Source: an optimization exercise on an open RTL-to-GDS flow (aim: small area). Production flows keep margins and buffers that such runs may drop. Power figures rest on the tool's default switching activity, not on a simulated workload.

==> inputs of run a <==
Design lif_neuron, start of the top module:
module lif_neuron (
    input  wire        clk,
    input  wire        rst,
    input  wire [15:0] threshold,
    input  wire [15:0] leak_rate,
    input  wire [7:0]  refractory,
    input  wire        leaky_enable,
    input  wire        reset_on_spike,
    input  wire [15:0] input_neuron_id,
    input  wire [7:0]  synapse_weight,
    input  wire        spike_in_valid,
    output wire        spike_in_ready,
    output reg  [15:0] output_neuron_id,
    output reg         spike_out_valid,
    input  wire        spike_out_ready,
    input  wire [15:0] neuron_id,
    output reg  [15:0] membrane_potential,
    output wire        in_refractory,
    output reg  [7:0]  refract_counter
);
    localparam S_IDLE = 2'd0, S_INT = 2'd1, S_SPK = 2'd2, S_REF = 2'd3;
    reg  [1:0] state;
    wire [15:0] m = membrane_potential;
    wire [7:0]  cnt = refract_counter;
    wire is_ref  = |cnt;
    wire st_idle = (state == S_IDLE);
    wire st_int  = (state == S_INT);
    wire st_spk  = (state == S_SPK);
    wire fire = st_spk & spike_out_ready;           
    wire nfire = ~fire;
    wire leak = st_idle & leaky_enable;
    wire [16:0] gc;
    assign gc[0] = 1'b1;
    genvar gi;
    generate
        for (gi = 0; gi < 15; gi = gi + 1) begin : g_cmp
            assign gc[gi + 1] = (m[gi] & ~threshold[gi]) | (m[gi] & gc[gi]) | (~threshold[gi] & gc[gi]);
        end
    endgenerate
    assign gc[16] = (~m[15] & threshold[15]) | (~m[15] & gc[15]) | (threshold[15] & gc[15]);
    wire ge = gc[16];
    wire take = st_int & ge;                        
    wire [14:0] leak_res;
    lif_leak u_leak (.m(m[14:0]), .l(leak_rate), .y(leak_res));
    wire [15:0] wext = {{8{synapse_weight[7]}}, synapse_weight};
    wire [15:0] addend, sum;
    wire [16:0] ac;
    assign ac[0] = fire;
    generate
        for (gi = 0; gi < 16; gi = gi + 1) begin : g_add
            lif_addend u_ad (.s(st_int), .w(wext[gi]), .nf(nfire), .t(threshold[gi]), .y(addend[gi]));
  ...
==> flow/config.mk <==
export PLATFORM = sky130hd
export DESIGN_NAME = lif_neuron
export DESIGN_NICKNAME = lif_neuron
export VERILOG_FILES = /design/flow/design.v
export SDC_FILE = /design/flow/constraint.sdc
export NUM_CORES = 4
export LEC_CHECK = 0
export CAP_MARGIN = 20
export CORE_MARGIN = 2
export CORE_UTILIZATION = 40
export GPL_TIMING_DRIVEN = 0
export SLEW_MARGIN = 20
export SYNTH_HIERARCHICAL = 1
export SYNTH_MINIMUM_KEEP_SIZE = 0
==> flow/constraint.sdc <==
create_clock -name core_clock -period 14.0 [get_ports {clk}]
set_input_delay 2.8000 -clock core_clock [delete_from_list [all_inputs] [get_ports {clk}]]
set_output_delay 2.8000 -clock core_clock [all_outputs]
set_load 0.01 [all_outputs]
standard.sh (not shown) runs the stock make flow with config.mk's settings and CLKGATE_MAP_FILE= SYNTH_SCRIPT=/design/flow/synth_recipe.tcl, a recipe that flattens the netlist after the stock synthesis.
==> flow/flow/run.sh <==
#!/bin/bash
# Standard ORFS layout (the standard.sh: standard synthesis, floorplan,
# placement, CTS, routing), with one change: the buffers that buffer_ports
# puts on every input and output port are the smallest plain buffer
# (sky130_fd_sc_hd__buf_1) instead of the cell the resizer picks by default.
set -euo pipefail
cd "$(dirname "$0")/.."
bash standard.sh "BUFFER_PORTS_ARGS=-buffer_cell sky130_fd_sc_hd__buf_1" finish > make_finish.log 2>&1
==> inputs of run b, as changes to run a <==
--- a/flow/design.v
+++ b/flow/design.v
@@ -366,54 +366,54 @@
     wire pp_14_9 = ~(m[14] & l[9]);
     wire pp_14_10 = ~(m[14] & l[10]);
     wire pp_14_11 = ~(m[14] & l[11]);
     wire pp_14_12 = ~(m[14] & l[12]);
     wire pp_14_13 = ~(m[14] & l[13]);
     wire pp_14_14 = ~(m[14] & l[14]);
     wire pp_14_15 = ~(m[14] & l[15]);
-    wire hs1 = ~(pp_0_13 ^ pp_1_12);
-    wire hc2 = pp_0_13 | pp_1_12;
+    wire hs1, hc2;
+    lif_fa u_hs1 (.a(pp_0_13), .b(pp_1_12), .c(1'b1), .s(hs1), .co(hc2));
     wire fs3, fc4;
     lif_fa u_fs3 (.a(pp_0_14), .b(pp_1_13), .c(pp_2_12), .s(fs3), .co(fc4));
-    wire hs5 = ~(pp_3_11 ^ pp_4_10);
-    wire hc6 = pp_3_11 | pp_4_10;
+    wire hs5, hc6;
+    lif_fa u_hs5 (.a(pp_3_11), .b(pp_4_10), .c(1'b1), .s(hs5), .co(hc6));
     wire fs7, fc8;
     lif_fa u_fs7 (.a(pp_0_15), .b(pp_1_14), .c(pp_2_13), .s(fs7), .co(fc8));
     wire fs9, fc10;
     lif_fa u_fs9 (.a(pp_3_12), .b(pp_4_11), .c(pp_5_10), .s(fs9), .co(fc10));
     wire fs11, fc12;
     lif_fa u_fs11 (.a(m[0]), .b(pp_1_15), .c(pp_2_14), .s(fs11), .co(fc12));
     wire fs13, fc14;
     lif_fa u_fs13 (.a(pp_3_13), .b(pp_4_12), .c(pp_5_11), .s(fs13), .co(fc14));
     wire fs15, fc16;
     lif_fa u_fs15 (.a(m[1]), .b(pp_2_15), .c(pp_3_14), .s(fs15), .co(fc16));
-    wire hs17 = ~(pp_4_13 ^ pp_5_12);
-    wire hc18 = pp_4_13 | pp_5_12;
+    wire hs17, hc18;
+    lif_fa u_hs17 (.a(pp_4_13), .b(pp_5_12), .c(1'b1), .s(hs17), .co(hc18));
     wire fs19, fc20;
     lif_fa u_fs19 (.a(m[2]), .b(pp_3_15), .c(pp_4_14), .s(fs19), .co(fc20));
-    wire hs21 = ~(pp_0_9 ^ pp_1_8);
-    wire hc22 = pp_0_9 | pp_1_8;
+    wire hs21, hc22;
+    lif_fa u_hs21 (.a(pp_0_9), .b(pp_1_8), .c(1'b1), .s(hs21), .co(hc22));
     wire fs23, fc24;
     lif_fa u_fs23 (.a(pp_0_10), .b(pp_1_9), .c(pp_2_8), .s(fs23), .co(fc24));
-    wire hs25 = ~(pp_3_7 ^ pp_4_6);
-    wire hc26 = pp_3_7 | pp_4_6;
+    wire hs25, hc26;
+    lif_fa u_hs25 (.a(pp_3_7), .b(pp_4_6), .c(1'b1), .s(hs25), .co(hc26));
     wire fs27, fc28;
     lif_fa u_fs27 (.a(pp_0_11), .b(pp_1_10), .c(pp_2_9), .s(fs27), .co(fc28));
     wire fs29, fc30;
     lif_fa u_fs29 (.a(pp_3_8), .b(pp_4_7), .c(pp_5_6), .s(fs29), .co(fc30));
-    wire hs31 = ~(pp_6_5 ^ pp_7_4);
-    wire hc32 = pp_6_5 | pp_7_4;
+    wire hs31, hc32;
+    lif_fa u_hs31 (.a(pp_6_5), .b(pp_7_4), .c(1'b1), .s(hs31), .co(hc32));
     wire fs33, fc34;
     lif_fa u_fs33 (.a(pp_0_12), .b(pp_1_11), .c(pp_2_10), .s(fs33), .co(fc34));
     wire fs35, fc36;
     lif_fa u_fs35 (.a(pp_3_9), .b(pp_4_8), .c(pp_5_7), .s(fs35), .co(fc36));
     wire fs37, fc38;
     lif_fa u_fs37 (.a(pp_6_6), .b(pp_7_5), .c(pp_8_4), .s(fs37), .co(fc38));
-    wire hs39 = ~(pp_9_3 ^ pp_10_2);
-    wire hc40 = pp_9_3 | pp_10_2;
+    wire hs39, hc40;
+    lif_fa u_hs39 (.a(pp_9_3), .b(pp_10_2), .c(1'b1), .s(hs39), .co(hc40));
     wire fs41, fc42;
     lif_fa u_fs41 (.a(pp_2_11), .b(pp_3_10), .c(pp_4_9), .s(fs41), .co(fc42));
     wire fs43, fc44;
     lif_fa u_fs43 (.a(pp_5_8), .b(pp_6_7), .c(pp_7_6), .s(fs43), .co(fc44));
     wire fs45, fc46;
     lif_fa u_fs45 (.a(pp_8_5), .b(pp_9_4), .c(pp_10_3), .s(fs45), .co(fc46));
     wire fs47, fc48;
@@ -474,26 +474,26 @@
     lif_fa u_fs101 (.a(pp_10_10), .b(pp_11_9), .c(pp_12_8), .s(fs101), .co(fc102));
     wire fs103, fc104;
     lif_fa u_fs103 (.a(m[5]), .b(pp_6_15), .c(pp_7_14), .s(fs103), .co(fc104));
     wire fs105, fc106;
     lif_fa u_fs105 (.a(pp_8_13), .b(pp_9_12), .c(pp_10_11), .s(fs105), .co(fc106));
     wire fs107, fc108;
     lif_fa u_fs107 (.a(m[6]), .b(pp_7_15), .c(pp_8_14), .s(fs107), .co(fc108));
-    wire hs109 = ~(pp_0_6 ^ pp_1_5);
-    wire hc110 = pp_0_6 | pp_1_5;
+    wire hs109, hc110;
+    lif_fa u_hs109 (.a(pp_0_6), .b(pp_1_5), .c(1'b1), .s(hs109), .co(hc110));
     wire fs111, fc112;
     lif_fa u_fs111 (.a(pp_0_7), .b(pp_1_6), .c(pp_2_5), .s(fs111), .co(fc112));
-    wire hs113 = ~(pp_3_4 ^ pp_4_3);
-    wire hc114 = pp_3_4 | pp_4_3;
+    wire hs113, hc114;
+    lif_fa u_hs113 (.a(pp_3_4), .b(pp_4_3), .c(1'b1), .s(hs113), .co(hc114));
     wire fs115, fc116;
     lif_fa u_fs115 (.a(pp_0_8), .b(pp_1_7), .c(pp_2_6), .s(fs115), .co(fc116));
     wire fs117, fc118;
     lif_fa u_fs117 (.a(pp_3_5), .b(pp_4_4), .c(pp_5_3), .s(fs117), .co(fc118));
-    wire hs119 = ~(pp_6_2 ^ pp_7_1);
-    wire hc120 = pp_6_2 | pp_7_1;
+    wire hs119, hc120;
+    lif_fa u_hs119 (.a(pp_6_2), .b(pp_7_1), .c(1'b1), .s(hs119), .co(hc120));
     wire fs121, fc122;
     lif_fa u_fs121 (.a(pp_2_7), .b(pp_3_6), .c(pp_4_5), .s(fs121), .co(fc122));
     wire fs123, fc124;
     lif_fa u_fs123 (.a(pp_5_4), .b(pp_6_3), .c(pp_7_2), .s(fs123), .co(fc124));
     wire fs125, fc126;
     lif_fa u_fs125 (.a(pp_8_1), .b(pp_9_0), .c(hs21), .s(fs125), .co(fc126));
     wire fs127, fc128;
@@ -582,20 +582,20 @@
     lif_fa u_fs209 (.a(pp_13_10), .b(pp_14_9), .c(fc108), .s(fs209), .co(fc210));
     wire fs211, fc212;
     lif_fa u_fs211 (.a(m[8]), .b(pp_9_15), .c(pp_10_14), .s(fs211), .co(fc212));
     wire fs213, fc214;
     lif_fa u_fs213 (.a(pp_11_13), .b(pp_12_12), .c(pp_13_11), .s(fs213), .co(fc214));
     wire fs215, fc216;
     lif_fa u_fs215 (.a(m[9]), .b(pp_10_15), .c(pp_11_14), .s(fs215), .co(fc216));
-    wire hs217 = ~(pp_0_4 ^ pp_1_3);
-    wire hc218 = pp_0_4 | pp_1_3;
+    wire hs217, hc218;
+    lif_fa u_hs217 (.a(pp_0_4), .b(pp_1_3), .c(1'b1), .s(hs217), .co(hc218));
     wire fs219, fc220;
     lif_fa u_fs219 (.a(pp_0_5), .b(pp_1_4), .c(pp_2_3), .s(fs219), .co(fc220));
-    wire hs221 = ~(pp_3_2 ^ pp_4_1);
-    wire hc222 = pp_3_2 | pp_4_1;
+    wire hs221, hc222;
+    lif_fa u_hs221 (.a(pp_3_2), .b(pp_4_1), .c(1'b1), .s(hs221), .co(hc222));
     wire fs223, fc224;
     lif_fa u_fs223 (.a(pp_2_4), .b(pp_3_3), .c(pp_4_2), .s(fs223), .co(fc224));
     wire fs225, fc226;
     lif_fa u_fs225 (.a(pp_5_1), .b(pp_6_0), .c(hs109), .s(fs225), .co(fc226));
     wire fs227, fc228;
     lif_fa u_fs227 (.a(pp_5_2), .b(pp_6_1), .c(pp_7_0), .s(fs227), .co(fc228));
     wire fs229, fc230;
@@ -674,16 +674,16 @@
     lif_fa u_fs301 (.a(fs215), .b(fc212), .c(fc214), .s(fs301), .co(fc302));
     wire fs303, fc304;
     lif_fa u_fs303 (.a(m[10]), .b(pp_11_15), .c(pp_12_14), .s(fs303), .co(fc304));
     wire fs305, fc306;
     lif_fa u_fs305 (.a(pp_13_13), .b(pp_14_12), .c(fc216), .s(fs305), .co(fc306));
     wire fs307, fc308;
     lif_fa u_fs307 (.a(m[11]), .b(pp_12_15), .c(pp_13_14), .s(fs307), .co(fc308));
-    wire hs309 = ~(pp_0_3 ^ pp_1_2);
-    wire hc310 = pp_0_3 | pp_1_2;
+    wire hs309, hc310;
+    lif_fa u_hs309 (.a(pp_0_3), .b(pp_1_2), .c(1'b1), .s(hs309), .co(hc310));
     wire fs311, fc312;
     lif_fa u_fs311 (.a(pp_2_2), .b(pp_3_1), .c(pp_4_0), .s(fs311), .co(fc312));
     wire fs313, fc314;
     lif_fa u_fs313 (.a(pp_5_0), .b(hs221), .c(hc218), .s(fs313), .co(fc314));
     wire fs315, fc316;
     lif_fa u_fs315 (.a(hc222), .b(fs223), .c(fc220), .s(fs315), .co(fc316));
     wire fs317, fc318;
@@ -726,16 +726,16 @@
     lif_fa u_fs353 (.a(fs299), .b(fs301), .c(fc296), .s(fs353), .co(fc354));
     wire fs355, fc356;
     lif_fa u_fs355 (.a(fs303), .b(fc300), .c(fs305), .s(fs355), .co(fc356));
     wire fs357, fc358;
     lif_fa u_fs357 (.a(pp_14_13), .b(fs307), .c(fc304), .s(fs357), .co(fc358));
     wire fs359, fc360;
     lif_fa u_fs359 (.a(m[12]), .b(pp_13_15), .c(pp_14_14), .s(fs359), .co(fc360));
-    wire hs361 = ~(pp_0_2 ^ pp_1_1);
-    wire hc362 = pp_0_2 | pp_1_1;
+    wire hs361, hc362;
+    lif_fa u_hs361 (.a(pp_0_2), .b(pp_1_1), .c(1'b1), .s(hs361), .co(hc362));
     wire fs363, fc364;
     lif_fa u_fs363 (.a(pp_2_1), .b(pp_3_0), .c(hs309), .s(fs363), .co(fc364));
     wire fs365, fc366;
     lif_fa u_fs365 (.a(hs217), .b(hc310), .c(fs311), .s(fs365), .co(fc366));
     wire fs367, fc368;
     lif_fa u_fs367 (.a(fs219), .b(fc312), .c(fs313), .s(fs367), .co(fc368));
     wire fs369, fc370;
==> flow/flow/run.sh (replaced) <==
#!/bin/bash
# Standard ORFS layout (the standard.sh: standard synthesis, floorplan,
# placement, CTS, routing) with two changes:
# - the buffers that buffer_ports puts on every input and output port are the
#   smallest plain buffer (sky130_fd_sc_hd__buf_1) instead of the cell the
#   resizer picks by default;
# - clock tree synthesis uses small clock buffers and no dummy loads.
set -euo pipefail
cd "$(dirname "$0")/.."
bash standard.sh \
  "BUFFER_PORTS_ARGS=-buffer_cell sky130_fd_sc_hd__buf_1" \
  "CTS_ARGS=-sink_clustering_enable -repair_clock_nets -dont_use_dummy_load -buf_list sky130_fd_sc_hd__clkbuf_4 -root_buf sky130_fd_sc_hd__clkbuf_8" \
  finish > make_finish.log 2>&1
==> inputs of run c, as changes to run a <==
Settings changed: CTS_BUF_LIST set to sky130_fd_sc_hd__clkbuf_8.
==> inputs of run d, as changes to run a <==
--- a/flow/design.v
+++ b/flow/design.v
@@ -366,54 +366,54 @@
     wire pp_14_9 = ~(m[14] & l[9]);
     wire pp_14_10 = ~(m[14] & l[10]);
     wire pp_14_11 = ~(m[14] & l[11]);
     wire pp_14_12 = ~(m[14] & l[12]);
     wire pp_14_13 = ~(m[14] & l[13]);
     wire pp_14_14 = ~(m[14] & l[14]);
     wire pp_14_15 = ~(m[14] & l[15]);
-    wire hs1 = ~(pp_0_13 ^ pp_1_12);
-    wire hc2 = pp_0_13 | pp_1_12;
+    wire hs1, hc2;
+    lif_fa u_hs1 (.a(pp_0_13), .b(pp_1_12), .c(1'b1), .s(hs1), .co(hc2));
     wire fs3, fc4;
     lif_fa u_fs3 (.a(pp_0_14), .b(pp_1_13), .c(pp_2_12), .s(fs3), .co(fc4));
-    wire hs5 = ~(pp_3_11 ^ pp_4_10);
-    wire hc6 = pp_3_11 | pp_4_10;
+    wire hs5, hc6;
+    lif_fa u_hs5 (.a(pp_3_11), .b(pp_4_10), .c(1'b1), .s(hs5), .co(hc6));
     wire fs7, fc8;
     lif_fa u_fs7 (.a(pp_0_15), .b(pp_1_14), .c(pp_2_13), .s(fs7), .co(fc8));
     wire fs9, fc10;
     lif_fa u_fs9 (.a(pp_3_12), .b(pp_4_11), .c(pp_5_10), .s(fs9), .co(fc10));
     wire fs11, fc12;
     lif_fa u_fs11 (.a(m[0]), .b(pp_1_15), .c(pp_2_14), .s(fs11), .co(fc12));
     wire fs13, fc14;
     lif_fa u_fs13 (.a(pp_3_13), .b(pp_4_12), .c(pp_5_11), .s(fs13), .co(fc14));
     wire fs15, fc16;
     lif_fa u_fs15 (.a(m[1]), .b(pp_2_15), .c(pp_3_14), .s(fs15), .co(fc16));
-    wire hs17 = ~(pp_4_13 ^ pp_5_12);
-    wire hc18 = pp_4_13 | pp_5_12;
+    wire hs17, hc18;
+    lif_fa u_hs17 (.a(pp_4_13), .b(pp_5_12), .c(1'b1), .s(hs17), .co(hc18));
     wire fs19, fc20;
     lif_fa u_fs19 (.a(m[2]), .b(pp_3_15), .c(pp_4_14), .s(fs19), .co(fc20));
-    wire hs21 = ~(pp_0_9 ^ pp_1_8);
-    wire hc22 = pp_0_9 | pp_1_8;
+    wire hs21, hc22;
+    lif_fa u_hs21 (.a(pp_0_9), .b(pp_1_8), .c(1'b1), .s(hs21), .co(hc22));
     wire fs23, fc24;
     lif_fa u_fs23 (.a(pp_0_10), .b(pp_1_9), .c(pp_2_8), .s(fs23), .co(fc24));
-    wire hs25 = ~(pp_3_7 ^ pp_4_6);
-    wire hc26 = pp_3_7 | pp_4_6;
+    wire hs25, hc26;
+    lif_fa u_hs25 (.a(pp_3_7), .b(pp_4_6), .c(1'b1), .s(hs25), .co(hc26));
     wire fs27, fc28;
     lif_fa u_fs27 (.a(pp_0_11), .b(pp_1_10), .c(pp_2_9), .s(fs27), .co(fc28));
     wire fs29, fc30;
     lif_fa u_fs29 (.a(pp_3_8), .b(pp_4_7), .c(pp_5_6), .s(fs29), .co(fc30));
-    wire hs31 = ~(pp_6_5 ^ pp_7_4);
-    wire hc32 = pp_6_5 | pp_7_4;
+    wire hs31, hc32;
+    lif_fa u_hs31 (.a(pp_6_5), .b(pp_7_4), .c(1'b1), .s(hs31), .co(hc32));
     wire fs33, fc34;
     lif_fa u_fs33 (.a(pp_0_12), .b(pp_1_11), .c(pp_2_10), .s(fs33), .co(fc34));
     wire fs35, fc36;
     lif_fa u_fs35 (.a(pp_3_9), .b(pp_4_8), .c(pp_5_7), .s(fs35), .co(fc36));
     wire fs37, fc38;
     lif_fa u_fs37 (.a(pp_6_6), .b(pp_7_5), .c(pp_8_4), .s(fs37), .co(fc38));
-    wire hs39 = ~(pp_9_3 ^ pp_10_2);
-    wire hc40 = pp_9_3 | pp_10_2;
+    wire hs39, hc40;
+    lif_fa u_hs39 (.a(pp_9_3), .b(pp_10_2), .c(1'b1), .s(hs39), .co(hc40));
     wire fs41, fc42;
     lif_fa u_fs41 (.a(pp_2_11), .b(pp_3_10), .c(pp_4_9), .s(fs41), .co(fc42));
     wire fs43, fc44;
     lif_fa u_fs43 (.a(pp_5_8), .b(pp_6_7), .c(pp_7_6), .s(fs43), .co(fc44));
     wire fs45, fc46;
     lif_fa u_fs45 (.a(pp_8_5), .b(pp_9_4), .c(pp_10_3), .s(fs45), .co(fc46));
     wire fs47, fc48;
@@ -474,26 +474,26 @@
     lif_fa u_fs101 (.a(pp_10_10), .b(pp_11_9), .c(pp_12_8), .s(fs101), .co(fc102));
     wire fs103, fc104;
     lif_fa u_fs103 (.a(m[5]), .b(pp_6_15), .c(pp_7_14), .s(fs103), .co(fc104));
     wire fs105, fc106;
     lif_fa u_fs105 (.a(pp_8_13), .b(pp_9_12), .c(pp_10_11), .s(fs105), .co(fc106));
     wire fs107, fc108;
     lif_fa u_fs107 (.a(m[6]), .b(pp_7_15), .c(pp_8_14), .s(fs107), .co(fc108));
-    wire hs109 = ~(pp_0_6 ^ pp_1_5);
-    wire hc110 = pp_0_6 | pp_1_5;
+    wire hs109, hc110;
+    lif_fa u_hs109 (.a(pp_0_6), .b(pp_1_5), .c(1'b1), .s(hs109), .co(hc110));
     wire fs111, fc112;
     lif_fa u_fs111 (.a(pp_0_7), .b(pp_1_6), .c(pp_2_5), .s(fs111), .co(fc112));
-    wire hs113 = ~(pp_3_4 ^ pp_4_3);
-    wire hc114 = pp_3_4 | pp_4_3;
+    wire hs113, hc114;
+    lif_fa u_hs113 (.a(pp_3_4), .b(pp_4_3), .c(1'b1), .s(hs113), .co(hc114));
     wire fs115, fc116;
     lif_fa u_fs115 (.a(pp_0_8), .b(pp_1_7), .c(pp_2_6), .s(fs115), .co(fc116));
     wire fs117, fc118;
     lif_fa u_fs117 (.a(pp_3_5), .b(pp_4_4), .c(pp_5_3), .s(fs117), .co(fc118));
-    wire hs119 = ~(pp_6_2 ^ pp_7_1);
-    wire hc120 = pp_6_2 | pp_7_1;
+    wire hs119, hc120;
+    lif_fa u_hs119 (.a(pp_6_2), .b(pp_7_1), .c(1'b1), .s(hs119), .co(hc120));
     wire fs121, fc122;
     lif_fa u_fs121 (.a(pp_2_7), .b(pp_3_6), .c(pp_4_5), .s(fs121), .co(fc122));
     wire fs123, fc124;
     lif_fa u_fs123 (.a(pp_5_4), .b(pp_6_3), .c(pp_7_2), .s(fs123), .co(fc124));
     wire fs125, fc126;
     lif_fa u_fs125 (.a(pp_8_1), .b(pp_9_0), .c(hs21), .s(fs125), .co(fc126));
     wire fs127, fc128;
@@ -582,20 +582,20 @@
     lif_fa u_fs209 (.a(pp_13_10), .b(pp_14_9), .c(fc108), .s(fs209), .co(fc210));
     wire fs211, fc212;
     lif_fa u_fs211 (.a(m[8]), .b(pp_9_15), .c(pp_10_14), .s(fs211), .co(fc212));
     wire fs213, fc214;
     lif_fa u_fs213 (.a(pp_11_13), .b(pp_12_12), .c(pp_13_11), .s(fs213), .co(fc214));
     wire fs215, fc216;
     lif_fa u_fs215 (.a(m[9]), .b(pp_10_15), .c(pp_11_14), .s(fs215), .co(fc216));
-    wire hs217 = ~(pp_0_4 ^ pp_1_3);
-    wire hc218 = pp_0_4 | pp_1_3;
+    wire hs217, hc218;
+    lif_fa u_hs217 (.a(pp_0_4), .b(pp_1_3), .c(1'b1), .s(hs217), .co(hc218));
     wire fs219, fc220;
     lif_fa u_fs219 (.a(pp_0_5), .b(pp_1_4), .c(pp_2_3), .s(fs219), .co(fc220));
-    wire hs221 = ~(pp_3_2 ^ pp_4_1);
-    wire hc222 = pp_3_2 | pp_4_1;
+    wire hs221, hc222;
+    lif_fa u_hs221 (.a(pp_3_2), .b(pp_4_1), .c(1'b1), .s(hs221), .co(hc222));
     wire fs223, fc224;
     lif_fa u_fs223 (.a(pp_2_4), .b(pp_3_3), .c(pp_4_2), .s(fs223), .co(fc224));
     wire fs225, fc226;
     lif_fa u_fs225 (.a(pp_5_1), .b(pp_6_0), .c(hs109), .s(fs225), .co(fc226));
     wire fs227, fc228;
     lif_fa u_fs227 (.a(pp_5_2), .b(pp_6_1), .c(pp_7_0), .s(fs227), .co(fc228));
     wire fs229, fc230;
@@ -674,16 +674,16 @@
     lif_fa u_fs301 (.a(fs215), .b(fc212), .c(fc214), .s(fs301), .co(fc302));
     wire fs303, fc304;
     lif_fa u_fs303 (.a(m[10]), .b(pp_11_15), .c(pp_12_14), .s(fs303), .co(fc304));
     wire fs305, fc306;
     lif_fa u_fs305 (.a(pp_13_13), .b(pp_14_12), .c(fc216), .s(fs305), .co(fc306));
     wire fs307, fc308;
     lif_fa u_fs307 (.a(m[11]), .b(pp_12_15), .c(pp_13_14), .s(fs307), .co(fc308));
-    wire hs309 = ~(pp_0_3 ^ pp_1_2);
-    wire hc310 = pp_0_3 | pp_1_2;
+    wire hs309, hc310;
+    lif_fa u_hs309 (.a(pp_0_3), .b(pp_1_2), .c(1'b1), .s(hs309), .co(hc310));
     wire fs311, fc312;
     lif_fa u_fs311 (.a(pp_2_2), .b(pp_3_1), .c(pp_4_0), .s(fs311), .co(fc312));
     wire fs313, fc314;
     lif_fa u_fs313 (.a(pp_5_0), .b(hs221), .c(hc218), .s(fs313), .co(fc314));
     wire fs315, fc316;
     lif_fa u_fs315 (.a(hc222), .b(fs223), .c(fc220), .s(fs315), .co(fc316));
     wire fs317, fc318;
@@ -726,16 +726,16 @@
     lif_fa u_fs353 (.a(fs299), .b(fs301), .c(fc296), .s(fs353), .co(fc354));
     wire fs355, fc356;
     lif_fa u_fs355 (.a(fs303), .b(fc300), .c(fs305), .s(fs355), .co(fc356));
     wire fs357, fc358;
     lif_fa u_fs357 (.a(pp_14_13), .b(fs307), .c(fc304), .s(fs357), .co(fc358));
     wire fs359, fc360;
     lif_fa u_fs359 (.a(m[12]), .b(pp_13_15), .c(pp_14_14), .s(fs359), .co(fc360));
-    wire hs361 = ~(pp_0_2 ^ pp_1_1);
-    wire hc362 = pp_0_2 | pp_1_1;
+    wire hs361, hc362;
+    lif_fa u_hs361 (.a(pp_0_2), .b(pp_1_1), .c(1'b1), .s(hs361), .co(hc362));
     wire fs363, fc364;
     lif_fa u_fs363 (.a(pp_2_1), .b(pp_3_0), .c(hs309), .s(fs363), .co(fc364));
     wire fs365, fc366;
     lif_fa u_fs365 (.a(hs217), .b(hc310), .c(fs311), .s(fs365), .co(fc366));
     wire fs367, fc368;
     lif_fa u_fs367 (.a(fs219), .b(fc312), .c(fs313), .s(fs367), .co(fc368));
     wire fs369, fc370;
==> flow/flow/run.sh (replaced) <==
#!/bin/bash
# Standard ORFS layout (the standard.sh: standard synthesis, floorplan,
# placement, CTS, routing) with these changes:
# - the buffers that buffer_ports puts on every input and output port are the
#   smallest plain buffer (sky130_fd_sc_hd__buf_1) instead of the cell the
#   resizer picks by default;
# - clock tree synthesis uses small clock buffers and no dummy loads;
# - after global routing, repair_timing -recover_power downsizes gates that
#   have timing slack to spare.
set -euo pipefail
cd "$(dirname "$0")/.."
bash standard.sh \
  "BUFFER_PORTS_ARGS=-buffer_cell sky130_fd_sc_hd__buf_1" \
  "CTS_ARGS=-sink_clustering_enable -repair_clock_nets -dont_use_dummy_load -buf_list sky130_fd_sc_hd__clkbuf_8" \
  "RECOVER_POWER=100" \
  finish > make_finish.log 2>&1
==> comparison <==
Run d finished with timing, DRC and antenna clean. Run c went through all stages and came out clean. Run b finished clean. Run a completed without violations. In run a the clock skew is lower than in run c, by 0.0034 ns. In critical path depth, run d and run a do not differ. Against run c, the global-route usage of run d is lower by 0.86 points. Against run b, the combinational power of run c is lower by about 11%. Die area: run c is higher than run d (about 0.5%). Of run d and run a, run a has the higher wire length (gap 5.2%, measured against run a).
==> figures <==
quantity	run c	run b	run a	run d
Run status	finished clean	finished clean	finished clean	finished clean
Area share of xor/xnor cells in the synthesized design	0.00862	0.00867	0.00862	0.00867
Setup clock skew after layout	0.00894 ns	0.00750 ns	0.00553 ns	0.00611 ns
Vias in the first global route	6,834	6,828	6,835	6,828
Full die area	0.0215 mm^2	0.0214 mm^2	0.0215 mm^2	0.0214 mm^2
Core box area	0.0201 mm^2	0.0197 mm^2	0.0201 mm^2	0.0197 mm^2
CP startpoint	leak_rate[11]	leak_rate[5]	leak_rate[8]	leak_rate[5]
Insertion delay of the later-clocked pin in the worst-skew pair	0.31 ns	0.30 ns	0.30 ns	0.30 ns
GR Util met2	0.377	0.357	0.378	0.357
Part of the power in combinational logic	0.869	0.891	0.856	0.892
Initial DRT Pass Iterations	7	4	5	8
Clock-pin transition on the worst setup and hold timing paths	0.09 ns	0.08 ns	0.06 ns	0.08 ns
Drt via density	5.36	5.23	5.31	5.23
Function was not checked in any run of this note: the RTL went through the layout flow alone.

what the ideal ports hide:
The results above use ideal ports. As a check the final layouts listed here were re-extracted and re-timed, cells and wires unchanged.
Step 1, drivers: a clkbuf_16 drives clk and a buf_2 each remaining input, both assumed.
Step 2 also shifts input and output timing later by t, the mid clock arrival at the registers, as if the neighbouring blocks saw the same clock.
a / b / c = ideal / step 1 / step 2; a / b = the first two.
| run | t, ns | slack for setup (ns) | worst slew at a driven data input, ns |
|---|---|---|---|
| run a | 0.332 | 0.560 / 0.574 / 0.242 | 0.05 |
| run b | 0.331 | 0.689 / 0.699 / 0.368 | 0.05 |
| run c | 0.337 | 0.524 / 0.534 / 0.198 | 0.06 |
| run d | 0.329 | 0.675 / 0.684 / 0.356 | 0.05 |
After both steps every run listed still meets setup and hold. The setup slack of run c, which loses most, moves by +0.010 ns with the drivers and by -0.326 ns with both steps.
